Context: an optimization exercise on an open-source flow, tuned for small area. The choices shown serve that exercise and are no tape-out recipe.
The RTL was checked by simulation tests, not by an equivalence proof against the original design.
Power is estimated from default activity; no workload was simulated.

`flow/run.sh`:
```
#!/bin/bash
# synth_recipe.tcl (not shown) runs the flow's synth.tcl, then flattens the netlist and writes it again
# the make line also repeats each setting of config.mk as NAME=value (left out here)
make -C /OpenROAD-flow-scripts/flow DESIGN_CONFIG=/design/flow/config.mk WORK_HOME=/design/flow/orfs CLKGATE_MAP_FILE= SYNTH_SCRIPT=/design/flow/synth_recipe.tcl finish
```
`flow/design.v`:
```
module seven_seg_decoder(
    input  [3:0] digit,
    output reg [6:0] segs
);
    always @(*) begin
        case (digit)
            4'd0: segs = 7'b1000000;
            4'd1: segs = 7'b1111001;
            4'd2: segs = 7'b0100100;
            4'd3: segs = 7'b0110000;
            4'd4: segs = 7'b0011001;
            4'd5: segs = 7'b0010010;
            4'd6: segs = 7'b0000010;
            4'd7: segs = 7'b1111000;
            4'd8: segs = 7'b0000000;
            4'd9: segs = 7'b0010000;
            default: segs = 7'b1111111;
        endcase
    end
endmodule
module scan_counter(
    input  wire clk,
    input  wire tick,       
    input  wire rst_n,
    output reg  [1:0] sel
);
    always @(posedge clk or negedge rst_n) begin
        if (!rst_n) begin
            sel <= 2'd0;
        end else if (tick) begin
            sel <= sel + 2'd1;
        end
    end
endmodule
module four_digit_7seg(
    input clk,
    input tick_1k,
    input rst_n,
    input [7:0] left_value,
    input [7:0] right_value,
    output reg [6:0] seg,
    output reg [3:0] an
);
    wire [1:0] digit_sel;
    wire [3:0] left_ones = left_value[3:0];
    wire [3:0] left_tens = left_value[7:4];
    wire [3:0] right_ones = right_value[3:0];
    wire [3:0] right_tens = right_value[7:4];
    wire [6:0] seg_left_tens;
    wire [6:0] seg_left_ones;
    wire [6:0] seg_right_tens;
    wire [6:0] seg_right_ones;
    seven_seg_decoder D1 (.digit(left_tens),  .segs(seg_left_tens));
    seven_seg_decoder D2 (.digit(left_ones),  .segs(seg_left_ones));
    seven_seg_decoder D3 (.digit(right_tens), .segs(seg_right_tens));
    seven_seg_decoder D4 (.digit(right_ones), .segs(seg_right_ones));
    scan_counter u_scan_counter (
        .clk      (clk),
        .tick     (tick_1k),
        .rst_n    (rst_n),
        .sel      (digit_sel)
    );
    always @(*) begin
        case (digit_sel)
            2'b00: begin
                an  = 4'b1110;
                seg = seg_left_ones;
            end
            2'b01: begin
                an  = 4'b1101;
                seg = seg_left_tens;
            end
            2'b10: begin
                an  = 4'b1011;
                seg = seg_right_ones;
            end
            2'b11: begin
                an  = 4'b0111;
                seg = seg_right_tens;
            end
            default: begin
                an  = 4'b1111;   
                seg = 7'b1111111;
            end
        endcase
    end
endmodule
module debounce_one_pulse #(
    parameter CNTR_WIDTH = 20
)(
    input  clk,
    input  rst_n,
    input  btn_raw,
    output reg btn_level,
    output reg btn_pulse
);
    reg sync_0, sync_1;
    always @(posedge clk or negedge rst_n) begin
        if (!rst_n) begin
            sync_0 <= 1'b0;
            sync_1 <= 1'b0;
        end else begin
            sync_0 <= btn_raw;
            sync_1 <= sync_0;
        end
    end
    reg [CNTR_WIDTH-1:0] cnt;
    always @(posedge clk or negedge rst_n) begin
        if (!rst_n) begin
            cnt       <= {CNTR_WIDTH{1'b0}};
            btn_level <= 1'b0;
        end else if (sync_1 == btn_level) begin
            cnt <= {CNTR_WIDTH{1'b0}};
        end else begin
            cnt <= cnt + 1'b1;
            if (&cnt) begin
                btn_level <= sync_1;
                cnt       <= {CNTR_WIDTH{1'b0}};
            end
        end
    end
    reg btn_level_d;
    always @(posedge clk or negedge rst_n) begin
        if (!rst_n) begin
            btn_level_d <= 1'b0;
            btn_pulse   <= 1'b0;
        end else begin
            btn_level_d <= btn_level;
            btn_pulse   <= btn_level & ~btn_level_d;
        end
    end
endmodule
module button_io #(
    parameter DEBOUNCE_CNTR_WIDTH = 20,
    parameter NUM_LEVELS          = 3,
    parameter LEVEL_BITS          = 2
)(
    input  clk,
    input  rst_n,
    input  btn_start,
    input  btn_difficulty,
    input  btn_clear,
    output start_pulse,
    output difficulty_pulse,
    output clear_pulse,
    output [LEVEL_BITS-1:0] difficulty_level
);
    wire start_level;
    wire diff_level_raw;
    wire clear_level;
    reg [LEVEL_BITS-1:0] difficulty_level_reg;
    assign difficulty_level = difficulty_level_reg;
    debounce_one_pulse #(
        .CNTR_WIDTH(DEBOUNCE_CNTR_WIDTH)
    ) u_start_button (
        .clk       (clk),
        .rst_n     (rst_n),
        .btn_raw   (btn_start),
        .btn_level (start_level),
        .btn_pulse (start_pulse)
    );
    debounce_one_pulse #(
        .CNTR_WIDTH(DEBOUNCE_CNTR_WIDTH)
    ) u_diff_button (
        .clk       (clk),
        .rst_n     (rst_n),
        .btn_raw   (btn_difficulty),
        .btn_level (diff_level_raw),
        .btn_pulse (difficulty_pulse)
    );
    debounce_one_pulse #(
        .CNTR_WIDTH(DEBOUNCE_CNTR_WIDTH)
    ) u_clear_button (
        .clk       (clk),
        .rst_n     (rst_n),
        .btn_raw   (btn_clear),
        .btn_level (clear_level),
        .btn_pulse (clear_pulse)
    );
    localparam [LEVEL_BITS-1:0] MAX_LEVEL = NUM_LEVELS - 1;
    always @(posedge clk or negedge rst_n) begin
        if (!rst_n) begin
            difficulty_level_reg <= {LEVEL_BITS{1'b0}};
        end else if (difficulty_pulse) begin
            if (difficulty_level_reg == MAX_LEVEL)
                difficulty_level_reg <= {LEVEL_BITS{1'b0}};
            else
                difficulty_level_reg <= difficulty_level_reg + 1'b1;
        end
    end
endmodule
module clock_divider #(
    parameter integer DIV_1HZ   = 100_000_000,   
    parameter integer DIV_SCAN = 50_000
)(
    input  wire clk,
    input  wire rst_n,
    output reg  clk_1hz,
    output reg  clk_scan,
    output wire tick_1hz,
    output wire tick_scan
);
    reg [31:0] cnt_1hz;
    reg [31:0] cnt_scan;
    assign tick_1hz  = (cnt_1hz  == (DIV_1HZ  / 2) - 1) && !clk_1hz;
    assign tick_scan = (cnt_scan == (DIV_SCAN / 2) - 1) && !clk_scan;
    always @(posedge clk or negedge rst_n) begin
        if (!rst_n) begin
            cnt_1hz  <= 32'd0;
            clk_1hz  <= 1'b0;
            cnt_scan <= 32'd0;
            clk_scan <= 1'b0;
        end else begin
            if (cnt_1hz == (DIV_1HZ / 2) - 1) begin
                cnt_1hz <= 32'd0;
                clk_1hz <= ~clk_1hz;
            end else begin
                cnt_1hz <= cnt_1hz + 32'd1;
            end
            if (cnt_scan == (DIV_SCAN / 2) - 1) begin
                cnt_scan <= 32'd0;
                clk_scan <= ~clk_scan;
            end else begin
                cnt_scan <= cnt_scan + 32'd1;
            end
        end
    end
endmodule
module sec_counter(
    input  wire clk,
    input  wire tick,       
    input  wire rst_n,
    input  wire enable,
    input  wire clear,
    output reg  [5:0] sec
);
    always @(posedge clk or negedge rst_n) begin
        if (!rst_n) begin
            sec <= 6'd0;
        end else begin
            if (clear) begin
                sec <= 6'd0;
            end else if (tick && enable) begin
                if (sec < 6'd63)
                    sec <= sec + 6'd1;
            end
        end
    end
endmodule
module random(
    input  wire clk,
    input  wire rst_n,
    input  wire enable,
    output reg  [2:0] random_num  
);
    reg [15:0] lfsr;
    wire feedback = lfsr[15] ^ lfsr[13] ^ lfsr[12] ^ lfsr[10];
    always @(posedge clk or negedge rst_n) begin
        if (!rst_n) begin
            lfsr <= 16'hACE1;    
            random_num <= 3'd0;
        end else begin
            lfsr <= {lfsr[14:0], feedback};
            if (enable) begin
                if (lfsr[2:0] < 5)
                    random_num <= lfsr[2:0];
                else
                    random_num <= lfsr[2:0] - 3'd3;    
            end
        end
    end
endmodule
module mole_led_ctrl(
    input  wire        clk_game,
    input  wire        rst_n,
    input  wire        enable,
    input  wire [2:0]  rand_idx,
    input  wire        timeout_pulse,
    input  wire [4:0]  btn_hit_pulse,
    output reg  [4:0]  mole_led,
    output reg         hit_pulse,
    output reg         start_timer
);
    reg [2:0] curr_idx;
    reg       has_mole;
    always @(posedge clk_game or negedge rst_n) begin
        if (!rst_n) begin
            mole_led    <= 5'b00000;
            curr_idx    <= 3'd0;
            hit_pulse   <= 1'b0;
            start_timer <= 1'b0;
            has_mole    <= 1'b0;
        end else begin
            hit_pulse   <= 1'b0;
            start_timer <= 1'b0;
            if (!enable) begin
                mole_led <= 5'b00000;
                has_mole <= 1'b0;
            end else begin
                if (!has_mole || timeout_pulse) begin
                    if (timeout_pulse) begin
                        curr_idx    <= rand_idx;               
                        mole_led    <= 5'b00001 << rand_idx;  
                        has_mole    <= 1'b1;                   
                        start_timer <= 1'b1;                   
                    end else begin
                        curr_idx    <= rand_idx;               
                        mole_led    <= 5'b00001 << rand_idx;  
                        has_mole    <= 1'b1;                   
                        start_timer <= 1'b1;                   
                    end
                end else begin
                    if (btn_hit_pulse[curr_idx]) begin
                        hit_pulse <= 1'b1;
                        mole_led  <= 5'b00000;
                        has_mole  <= 1'b0;
                    end
                end
            end
        end
    end
endmodule
module difficulty_timer #(
    parameter integer LED_TICKS_EASY = 10,
    parameter integer LED_TICKS_MED  = 7,
    parameter integer LED_TICKS_HARD = 4
)(
    input  wire       clk_game,
    input  wire       rst_n,
    input  wire       enable,  
    input  wire       start,  
    input  wire [1:0] level,
    output reg        timeout_pulse, 
    output reg        active  
);
    reg [31:0] tick_cnt;   
    wire [31:0] tick_limit;
    assign tick_limit = (level == 2'd0) ? LED_TICKS_EASY :
                        (level == 2'd1) ? LED_TICKS_MED  :
                                          LED_TICKS_HARD;
    always @(posedge clk_game or negedge rst_n) begin
        if (!rst_n) begin
            tick_cnt      <= 32'd0;
            timeout_pulse <= 1'b0;
            active        <= 1'b0;
        end else begin
            timeout_pulse <= 1'b0;
            if (!enable) begin
                tick_cnt <= 32'd0;
                active   <= 1'b0;
            end else begin
                if (start) begin
                    tick_cnt <= 32'd0;
                    active   <= 1'b1;
                end else if (active) begin
                    tick_cnt <= tick_cnt + 32'd1;
                    if (tick_cnt >= tick_limit - 1) begin
                        timeout_pulse <= 1'b1;
                        active        <= 1'b0;
                    end
                end
            end
        end
    end
endmodule
module mole_led_and_random #(
    parameter integer LED_TICKS_EASY = 10,
    parameter integer LED_TICKS_MED  = 7,
    parameter integer LED_TICKS_HARD = 4
)(
    input  wire        clk_game,
    input  wire        rst_n,
    input  wire        enable,
    input  wire [1:0]  level,
    input  wire [4:0]  btn_hit_pulse,
    output wire [4:0]  mole_led,
    output wire        hit_pulse,
    output wire        timeout_pulse
);
    wire [2:0] rand_num;
    wire       timer_start;
    wire       timer_active;
    random u_random(
        .clk        (clk_game),
        .rst_n      (rst_n),
        .enable     (enable),
        .random_num (rand_num)
    );
    mole_led_ctrl u_mole_led_ctrl(
        .clk_game      (clk_game),
        .rst_n         (rst_n),
        .enable        (enable),
        .rand_idx      (rand_num),
        .timeout_pulse (timeout_pulse),
        .btn_hit_pulse (btn_hit_pulse),
        .mole_led      (mole_led),
        .hit_pulse     (hit_pulse),
        .start_timer   (timer_start)
    );
    difficulty_timer #(
        .LED_TICKS_EASY (LED_TICKS_EASY),
        .LED_TICKS_MED  (LED_TICKS_MED),
        .LED_TICKS_HARD (LED_TICKS_HARD)
    ) u_difficulty_timer(
        .clk_game      (clk_game),
        .rst_n         (rst_n),
        .enable        (enable),
        .start         (timer_start),
        .level         (level),
        .timeout_pulse (timeout_pulse),
        .active        (timer_active)
    );
endmodule
module score_counter #(
    parameter WIDTH = 8,
    parameter MAX_SCORE = 99
)(
    input  wire             clk,
    input  wire             rst_n,
    input  wire             enable,
    input  wire             clear,
    input  wire             hit_pulse,
    output reg  [WIDTH-1:0] score   
);
    always @(posedge clk or negedge rst_n) begin
        if (!rst_n) begin
            score <= {WIDTH{1'b0}};
        end else begin
            if (clear) begin
                score <= {WIDTH{1'b0}};
            end else if (enable && hit_pulse) begin
                if (score[7:4] < 4'd9 || (score[7:4] == 4'd9 && score[3:0] < 4'd9)) begin
                    if (score[3:0] < 4'd9) begin
                        score[3:0] <= score[3:0] + 4'd1;
                    end else begin
                        score[3:0] <= 4'd0;
                        score[7:4] <= score[7:4] + 4'd1;
                    end
                end
            end
        end
    end
endmodule
module game_control_fsm(
    input  wire        clk,
    input  wire        rst_n,
    input  wire        btn_start,              
    input  wire        btn_clear_score,        
    input  wire        btn_difficulty_pulse,   
    input  wire [1:0]  difficulty_level_input,
    input  wire [5:0]  countdown_sec,          
    input  wire [5:0]  game_time_sec,          
    input  wire [7:0]  score,                  
    output reg         enable_countdown,
    output reg         clear_countdown,
    output reg         enable_game_timer,
    output reg         clear_game_timer,
    output reg         enable_score,
    output reg         clear_score,
    output reg         enable_mole_ctrl,
    output reg [1:0]   difficulty_level,
    output reg [7:0]   display_value,
    output reg [7:0]   display_left,
    output reg [7:0]   display_right
);
    localparam [1:0] STATE_IDLE      = 2'b00;
    localparam [1:0] STATE_COUNTDOWN = 2'b01;
    localparam [1:0] STATE_PLAYING   = 2'b10;
    localparam [1:0] STATE_GAME_OVER = 2'b11;
    localparam [5:0] COUNTDOWN_MAX = 6'd5;     
    localparam [5:0] GAME_TIME_MAX = 6'd30;    
    reg [1:0] state, next_state;
    reg [1:0] difficulty_reg;
    reg [1:0] prev_state;   
    always @(posedge clk or negedge rst_n) begin
        if (!rst_n) begin
            state          <= STATE_IDLE;
            prev_state     <= STATE_IDLE;
            difficulty_reg <= 2'b00;
        end else begin
            prev_state <= state;   
            state <= next_state;
            if ((state == STATE_IDLE || state == STATE_GAME_OVER) &&
                btn_difficulty_pulse) begin
                difficulty_reg <= difficulty_level_input;
            end
        end
    end
    always @(*) begin
        next_state = state;
        case (state)
            STATE_IDLE: begin
                if (btn_start)
                    next_state = STATE_COUNTDOWN;
            end
            STATE_COUNTDOWN: begin
                if (countdown_sec >= COUNTDOWN_MAX)
                    next_state = STATE_PLAYING;
                else if (btn_start)
                    next_state = STATE_COUNTDOWN;
            end
            STATE_PLAYING: begin
                if (game_time_sec >= GAME_TIME_MAX)
                    next_state = STATE_GAME_OVER;
                else if (btn_start)
                    next_state = STATE_COUNTDOWN;
            end
            STATE_GAME_OVER: begin
                if (btn_start)
                    next_state = STATE_COUNTDOWN;
            end
            default: begin
                next_state = STATE_IDLE;
            end
        endcase
    end
    always @(posedge clk or negedge rst_n) begin
        if (!rst_n) begin
            enable_countdown   <= 1'b0;
            clear_countdown    <= 1'b1;
            enable_game_timer  <= 1'b0;
            clear_game_timer   <= 1'b1;
            enable_score       <= 1'b0;
            clear_score        <= 1'b1;
            enable_mole_ctrl   <= 1'b0;
            difficulty_level   <= 2'b00;
            display_value      <= 8'd0;
            display_left       <= 8'd0;
            display_right      <= 8'd0;
        end else begin
            enable_countdown   <= 1'b0;
            enable_game_timer  <= 1'b0;
            enable_score       <= 1'b0;
            enable_mole_ctrl   <= 1'b0;
            clear_countdown    <= 1'b0;
            clear_game_timer   <= 1'b0;
            clear_score        <= 1'b0;
            difficulty_level   <= difficulty_reg;
            display_value      <= 8'd0;
            display_left       <= 8'd0;
            display_right      <= 8'd0;
            case (state)
                STATE_IDLE: begin
                    clear_countdown  <= 1'b1;
                    clear_game_timer <= 1'b1;
                    clear_score      <= 1'b1;
                    display_value    <= {4'd0, difficulty_reg};
                    display_left     <= 8'd0;
                    display_right    <= {4'd0, difficulty_reg};
                    if (btn_clear_score) begin
                        clear_score      <= 1'b1;
                        clear_game_timer <= 1'b1;
                    end
                end
                STATE_COUNTDOWN: begin
                    if (prev_state != STATE_COUNTDOWN) begin
                        clear_countdown <= 1'b1;
                    end
                    enable_countdown  <= 1'b1;
                    clear_game_timer  <= 1'b1;
                    clear_score       <= 1'b1;
                    display_left <= 8'd0;
                    if (countdown_sec < COUNTDOWN_MAX) begin
                        display_value <= {4'd0, (COUNTDOWN_MAX - countdown_sec)};
                        display_right <= {4'd0, (COUNTDOWN_MAX - countdown_sec)};
                    end else begin
                        display_value <= 8'd0;
                        display_right <= 8'd0;
                    end
                    if (btn_clear_score) begin
                        clear_score      <= 1'b1;
                        clear_game_timer <= 1'b1;
                    end
                    if (btn_start) begin
                        clear_countdown <= 1'b1;
                    end
                end
                STATE_PLAYING: begin
                    enable_game_timer <= 1'b1;
                    enable_score      <= 1'b1;
                    enable_mole_ctrl  <= 1'b1;
                    display_value     <= score;
                    if (game_time_sec <= GAME_TIME_MAX) begin
                        case (game_time_sec)
                            6'd0: display_left <= 8'h30;
                            6'd1: display_left <= 8'h29;
                            6'd2: display_left <= 8'h28;
                            6'd3: display_left <= 8'h27;
                            6'd4: display_left <= 8'h26;
                            6'd5: display_left <= 8'h25;
                            6'd6: display_left <= 8'h24;
                            6'd7: display_left <= 8'h23;
                            6'd8: display_left <= 8'h22;
                            6'd9: display_left <= 8'h21;
                            6'd10: display_left <= 8'h20;
                            6'd11: display_left <= 8'h19;
                            6'd12: display_left <= 8'h18;
                            6'd13: display_left <= 8'h17;
                            6'd14: display_left <= 8'h16;
                            6'd15: display_left <= 8'h15;
                            6'd16: display_left <= 8'h14;
                            6'd17: display_left <= 8'h13;
                            6'd18: display_left <= 8'h12;
                            6'd19: display_left <= 8'h11;
                            6'd20: display_left <= 8'h10;
                            6'd21: display_left <= 8'h09;
                            6'd22: display_left <= 8'h08;
                            6'd23: display_left <= 8'h07;
                            6'd24: display_left <= 8'h06;
                            6'd25: display_left <= 8'h05;
                            6'd26: display_left <= 8'h04;
                            6'd27: display_left <= 8'h03;
                            6'd28: display_left <= 8'h02;
                            6'd29: display_left <= 8'h01;
                            6'd30: display_left <= 8'h00;
                            default: display_left <= 8'd0;
                        endcase
                    end else begin
                        display_left <= 8'd0;
                    end
                    display_right <= score;
                    if (prev_state != STATE_PLAYING) begin
                        clear_game_timer <= 1'b1;
                    end
                    if (btn_clear_score) begin
                        clear_score      <= 1'b1;
                        clear_game_timer <= 1'b1;
                    end
                    if (btn_start) begin
                        clear_countdown  <= 1'b1;
                        clear_game_timer <= 1'b1;
                        clear_score      <= 1'b1;
                    end
                end
                STATE_GAME_OVER: begin
                    display_value <= score;
                    display_left  <= 8'd0;
                    display_right <= score;
                    if (btn_clear_score) begin
                        clear_score      <= 1'b1;
                        clear_game_timer <= 1'b1;
                    end
                end
                default: begin
                end
            endcase
        end
    end
endmodule
module top (
    input        clk,
    input        reset,
    input        button_start,
    input        button_clear,
    input        button_difficulity,
    input        button_hammer,
    input  [4:0] swith,
    output [4:0] LED,
    output [6:0] seg,
    output [3:0] digit_select
);
    wire rst_n;
    assign rst_n = ~reset;
    wire start_pulse;
    wire difficulty_pulse;
    wire clear_pulse;
    wire [1:0] difficulty_level_btn;
    button_io #(
        .DEBOUNCE_CNTR_WIDTH(4),
        .NUM_LEVELS(3),
        .LEVEL_BITS(2)
    ) u_button_io (
        .clk              (clk),
        .rst_n            (rst_n),
        .btn_start        (button_start),
        .btn_difficulty   (button_difficulity),
        .btn_clear        (button_clear),
        .start_pulse      (start_pulse),
        .difficulty_pulse (difficulty_pulse),
        .clear_pulse      (clear_pulse),
        .difficulty_level (difficulty_level_btn)
    );
    wire clk_1hz;
    wire clk_scan;
    wire tick_1hz;
    wire tick_scan;
    clock_divider #(
        .DIV_1HZ  (400),
        .DIV_SCAN (8)
    ) u_clk_divider (
        .clk      (clk),
        .rst_n    (rst_n),
        .clk_1hz  (clk_1hz),
        .clk_scan (clk_scan),
        .tick_1hz (tick_1hz),
        .tick_scan(tick_scan)
    );
    wire [5:0] countdown_sec;
    wire [5:0] game_time_sec;
    wire enable_countdown;
    wire clear_countdown;
    wire enable_game_timer;
    wire clear_game_timer;
    sec_counter u_countdown (
        .clk     (clk),
        .tick    (tick_1hz),
        .rst_n   (rst_n),
        .enable  (enable_countdown),
        .clear   (clear_countdown),
        .sec     (countdown_sec)
    );
    sec_counter u_game_timer (
        .clk     (clk),
        .tick    (tick_1hz),
        .rst_n   (rst_n),
        .enable  (enable_game_timer),
        .clear   (clear_game_timer),
        .sec     (game_time_sec)
    );
    wire hit_btn_level;
    wire hit_btn_pulse;
    debounce_one_pulse #(
        .CNTR_WIDTH(4)
    ) u_hit_button (
        .clk       (clk),
        .rst_n     (rst_n),
        .btn_raw   (button_hammer),
        .btn_level (hit_btn_level),
        .btn_pulse (hit_btn_pulse)
    );
    wire [4:0] mole_led;
    reg [4:0] btn_hit_pulse_vec;
    reg [4:0] swith_prev;               
    reg [4:0] switch_initial_state;     
    reg [4:0] switch_edge_detected;     
    reg [4:0] mole_led_prev;            
    always @(posedge clk or negedge rst_n) begin
        if (!rst_n) begin
            swith_prev          <= 5'b00000;
            switch_initial_state <= 5'b00000;
            switch_edge_detected <= 5'b00000;
            mole_led_prev       <= 5'b00000;
        end else begin
            swith_prev <= swith;
            mole_led_prev <= mole_led;
            if ((mole_led & ~mole_led_prev) != 5'b00000) begin
                switch_initial_state <= (switch_initial_state & ~(mole_led & ~mole_led_prev)) | 
                                        (swith & (mole_led & ~mole_led_prev));
                switch_edge_detected <= switch_edge_detected & ~(mole_led & ~mole_led_prev);
            end
            if (mole_led != 5'b00000) begin
                switch_edge_detected <= switch_edge_detected | 
                                        (mole_led & swith & ~swith_prev) |    
                                        (mole_led & ~swith & swith_prev);     
            end else begin
                switch_edge_detected <= 5'b00000;
            end
            if (hit_btn_pulse) begin
                switch_edge_detected <= 5'b00000;
            end
        end
    end
    always @(posedge clk or negedge rst_n) begin
        if (!rst_n) begin
            btn_hit_pulse_vec <= 5'b00000;
        end else begin
            if (hit_btn_pulse) begin
                btn_hit_pulse_vec <= switch_edge_detected & mole_led;
            end else begin
                btn_hit_pulse_vec <= 5'b00000;
            end
        end
    end
    wire       hit_pulse;
    wire       timeout_pulse;
    wire enable_mole_ctrl;
    wire enable_difficulty_timer;
    wire [1:0] difficulty_level_fsm;
    mole_led_and_random #(
        .LED_TICKS_EASY(1200),  
        .LED_TICKS_MED (800),   
        .LED_TICKS_HARD(400)    
    ) u_mole_led_and_random (
        .clk_game      (clk),
        .rst_n         (rst_n),
        .enable        (enable_mole_ctrl),
        .level         (difficulty_level_fsm),   
        .btn_hit_pulse (btn_hit_pulse_vec),
        .mole_led      (mole_led),
        .hit_pulse     (hit_pulse),
        .timeout_pulse (timeout_pulse)
    );
    assign LED = mole_led;
    wire enable_score;
    wire clear_score;
    wire [7:0] score;
    score_counter #(
        .WIDTH(8),
        .MAX_SCORE(99)
    ) u_score_counter (
        .clk       (clk),
        .rst_n     (rst_n),
        .enable    (enable_score),
        .clear     (clear_score),
        .hit_pulse (hit_pulse),
        .score     (score)
    );
    wire [7:0] display_value;
    wire [7:0] display_left;
    wire [7:0] display_right;
    game_control_fsm u_game_control_fsm (
        .clk                   (clk),
        .rst_n                 (rst_n),
        .btn_start             (start_pulse),
        .btn_clear_score       (clear_pulse),
        .btn_difficulty_pulse  (difficulty_pulse),
        .difficulty_level_input(difficulty_level_btn),
        .countdown_sec         (countdown_sec),
        .game_time_sec         (game_time_sec),
        .score                 (score),
        .enable_countdown      (enable_countdown),
        .clear_countdown       (clear_countdown),
        .enable_game_timer     (enable_game_timer),
        .clear_game_timer      (clear_game_timer),
        .enable_score          (enable_score),
        .clear_score           (clear_score),
        .enable_mole_ctrl      (enable_mole_ctrl),
        .difficulty_level      (difficulty_level_fsm),
        .display_value         (display_value),
        .display_left          (display_left),
        .display_right         (display_right)
    );
    four_digit_7seg u_four_digit_7seg (
        .clk         (clk),
        .tick_1k     (tick_scan),
        .rst_n       (rst_n),
        .left_value  (display_left),
        .right_value (display_right),
        .seg         (seg),
        .an          (digit_select)
    );
endmodule
```
`flow/constraint.sdc`:
```
create_clock -name core_clock -period 10.0 [get_ports {clk}]
set_input_delay 2.0000 -clock core_clock [delete_from_list [all_inputs] [get_ports {clk}]]
set_output_delay 2.0000 -clock core_clock [all_outputs]
set_load 0.01 [all_outputs]
```
`flow/config.mk`:
```
export PLATFORM = sky130hd
export DESIGN_NAME = top
export DESIGN_NICKNAME = top
export VERILOG_FILES = /design/flow/design.v
export SDC_FILE = /design/flow/constraint.sdc
export NUM_CORES = 4
export LEC_CHECK = 0
export CAP_MARGIN = 20
export CORE_MARGIN = 2
export CORE_UTILIZATION = 40
export SLEW_MARGIN = 20
```
==> impl_metrics.ini <==
[clock_network]
clkTransAtPathRegs_ns = 0.06
hold_buffers = 0
cts-root-buf = clkbuf_16
cts_buffer_depth = 3
cts_post_setup_buffers_inserted = 0
cts_buffers = 26
clock_latency_ns = 0.53
cts_tree = done
cts_resized = 0
cts_htree_levels = 1
clkSinkCount = 232

[logic_synthesis]
yosys_register_bits = 232
async_flop_share = 1.00
synthCells = 1063
synth_edf_count = 0
syn-cell-area_sq_mm = 0.0113
syn_area_per_cell_sq_um = 10.7
ys.flop_type = dfrtp_1
synthTopCellsByArea = dfrtp_1, ha_1, xnor2_1
synth_warnings = 13
synth_top_area_frac = 0.488
ys_types = 76
yosysTopAreaCell = dfrtp_1
ys_seq_area_frac = 0.513

[floorplan]
core_sq_mm = 0.0279
die_w_um = 172
initial_core_util = 0.407
dieHeight_um = 172
die_area_sq_mm = 0.0297
io_pins = 27
row_count = 61

[worst_setup_path]
slowest_delay_ns = 0.57
startpoint_type = register
endpoint_kind = output port
worstPathRequired_ns = 8.00
cp_max_fo = 6
reg2regPathDepth = 5
path_class = register to output port
slowest_stage = clkdlybuf4s50_1
crit_arrival_ns = 2.60
path_cells = inv_1, ha_1, o21ai_0, o22a_1, a22oi_1, clkdlybuf4s50_1

[cells_and_area]
top_regs = u_clk_divider.cnt_1hz (32), u_clk_divider.cnt_scan (32), u_mole_led_and_random.u_difficulty_timer.tick_cnt (32)
antenna_cells = 0
final_util = 0.464
drive_above_1_share = 0.0883
layout.nets = 1174
syn_to_final_growth_pct = 13.9

[timing]
slew_violations = 0
worst_slew_pin_slew_ns = 0.936
setup_ws_ns = 5.40
clock_skew_ns = 0.0194
max_freq_mhz = 217
fin_crit_ns = 4.60
max_slew_margin = 0.376
setup_violations = 0
min_period_over_period = 0.460
setup_tns_ns = 0
hold_viol = 0
rsz0062_at_grt = false

[grt]
grt_pass1_wl_mm = 37.0
grt_pass1_vias = 7621
globalRouteOverflowTotal = 0
antenna_found_initial = 0
grt_start_max_net_pins = 89
grt_usage = 0.149

[power]
leakage_uw = 0.00562
p_per_area_mw_per_mm2 = 160
ir_drop_uv = 118

[drt]
drtPass1Iterations = 5
drt-total-wl_mm = 21.1
routedWlPerCell_um = 14.0
drt_iter0_drc = 434
avgViaCountPerCell = 5.17
ant_nets = 0
num_vias = 7757
post-route-drc-count = 0

[placement]
port_buffers = 26
gp_congestion = 0.796
pre_cts_ws_ns = 5.95
dp_hpwl_mm = 14.3

[min_path]
hp-class = register to register
hold_path_depth = 0

[job]
drv_cap = 0

[outcome]
status = finished clean
-- final cells by class --
type | instances | area [sq um]
Clock buffer | 32 | 734
Multi-Input combinational cell | 758 | 5230
Clock inverter | 14 | 148
Tap cell | 378 | 473
Fill cell | 2579 | 14900
Inverter | 54 | 210
Sequential cell | 232 | 5820
Timing Repair Buffer | 31 | 298
-- synth_stat cells (all sizes together) (5+ instances only) --
| cell | n |
|---|---|
| a211oi | 8 |
| a21oi | 41 |
| a311oi | 9 |
| a31oi | 8 |
| and2 | 5 |
| and3 | 22 |
| and4 | 11 |
| buf | 6 |
| clkbuf | 13 |
| dfrtp | 221 |
| dfstp | 11 |
| ha | 60 |
| inv | 54 |
| mux2 | 11 |
| mux2i | 15 |
| nand2 | 69 |
| nand2b | 17 |
| nand3 | 43 |
| nand4 | 33 |
| nor2 | 108 |
| nor2b | 22 |
| nor3 | 24 |
| nor4 | 27 |
| o211ai | 6 |
| o21ai | 40 |
| xnor2 | 68 |
| xor2 | 35 |
-- cells by family (layout without fill, tap and decap cells) --
| logic type | after synthesis | in the layout | synth area share |
|---|---|---|---|
| adders and majority gates | 60 | 60 | 0.0662 |
| DFF | 232 | 232 | 0.513 |
| AOI/OAI and AO/OA | 158 | 158 | 0.0917 |
| and+or+nand+nor | 408 | 408 | 0.197 |
| muxes | 27 | 27 | 0.0265 |
| buffers and inverters | 74 | 131 | 0.0256 |
| other | 1 | 2 | 0.000331 |
| xor gates and xnor gates | 103 | 103 | 0.0796 |
-- path summary, 6_finish.rpt --
| path | from | slack [ns] | to |
|---|---|---|---|
| min in group asynchronous | reset | 1.96 | u_button_io.u_clear_button.cnt[3] |
| setup reg to reg | u_game_control_fsm.enable_game_timer | 7.66 | register |
| hold / removal | u_mole_led_and_random.u_random.lfsr[3] | 0.35 | u_mole_led_and_random.u_random.lfsr[4] |
| max in group asynchronous | reset | 6.64 | u_score_counter.score[4] |
| hold reg to reg | u_mole_led_and_random.u_random.lfsr[3] | 0.35 | u_mole_led_and_random.u_random.lfsr[4] |
| setup / recovery | u_four_digit_7seg.u_scan_counter.sel[0] | 5.40 | seg[0] |
-- power breakdown --
part	internal [uW]	switching, uW
Clock	595	378
Combinational	33.9	68.1
Sequential	962	27.8
-- layout by cell type (no fill, tap or decap), types with 4 or more instances in the layout --
cell type,netlist,final
nor4_1,19,19
and4_1,10,10
nand3_1,43,43
nand4b_1,4,4
clkbuf_16,0,27
buf_4,1,5
nor2b_1,22,22
a211oi_1,8,8
mux2_2,10,10
o21a_1,4,4
o221ai_1,4,4
mux2i_1,15,15
nor4_4,5,5
nor3_1,22,22
ha_1,60,60
dfrtp_1,221,221
a21oi_1,41,41
and3_1,21,21
o21ai_0,40,40
a311oi_1,9,9
nand2b_1,17,17
a21o_1,4,4
xnor2_1,68,68
clkdlybuf4s50_1,0,26
clkbuf_8,0,4
nand2_1,69,69
and2_1,4,4
dfstp_2,11,11
clkinv_2,0,10
inv_1,54,53
o211ai_1,6,6
xor2_1,35,35
nor2_1,108,108
a31oi_1,8,8
nand4_1,30,30
nor3b_1,4,4
-- per-layer routing --
metal	global-route usage	share of wire	vias to the layer above
li1	-	-	3840
met1	0.222	0.51	3774
met2	0.224	0.43	106
met3	0.0247	0.036	37
met4	0.0398	0.024	0
met5	0	0	-
-- metrics by stage --
step | total power, uW | cells | hold slack [ns] | instance area, sq um
after floorplan | 1070 | 1064 | 0.331 | 11300
after global placement | 1110 | 1453 | 0.332 | 12000
after detailed placement | 1110 | 1453 | 0.335 | 12000
after CTS | 2100 | 1499 | 0.348 | 12900
after global routing | 2160 | 1499 | 0.355 | 12900
final | 2070 | 1499 | 0.346 | 12900
-- critical path, delay by kind of cell (launching register included) --
family                     cells  cell delay (ns)
buffers and inverters          2             0.73
AOI/OAI and AO/OA              3             0.64
DFF                            1             0.42
adders and majority gates      1             0.30

-- separate check: timing with driven ports --
No port has a modelled driver above. Below, the same layout with a new extraction and two added sets of constraints. Step 1, drivers: a clkbuf_16 drives clk and a buf_2 each remaining input, both assumed. Step 2 moves the port delays by t, midway between the first and last clock arrival at a register: inputs arrive t later, outputs are due t later. That takes back most of the time a late clock gives input paths. Three values: no drivers, after step 1, after step 2; two values: the first two.
t, ns: 0.562
setup WS [ns]: 5.399 / 5.354 / 5.916
worst setup path after step 2: register to output
worst slew at a driven data input, ns: 0.04
pins driven straight from the clock port: 1
After both steps setup and hold are still met in this run. The setup slack of this run moves by -0.045 ns with the drivers and by +0.517 ns with both steps.
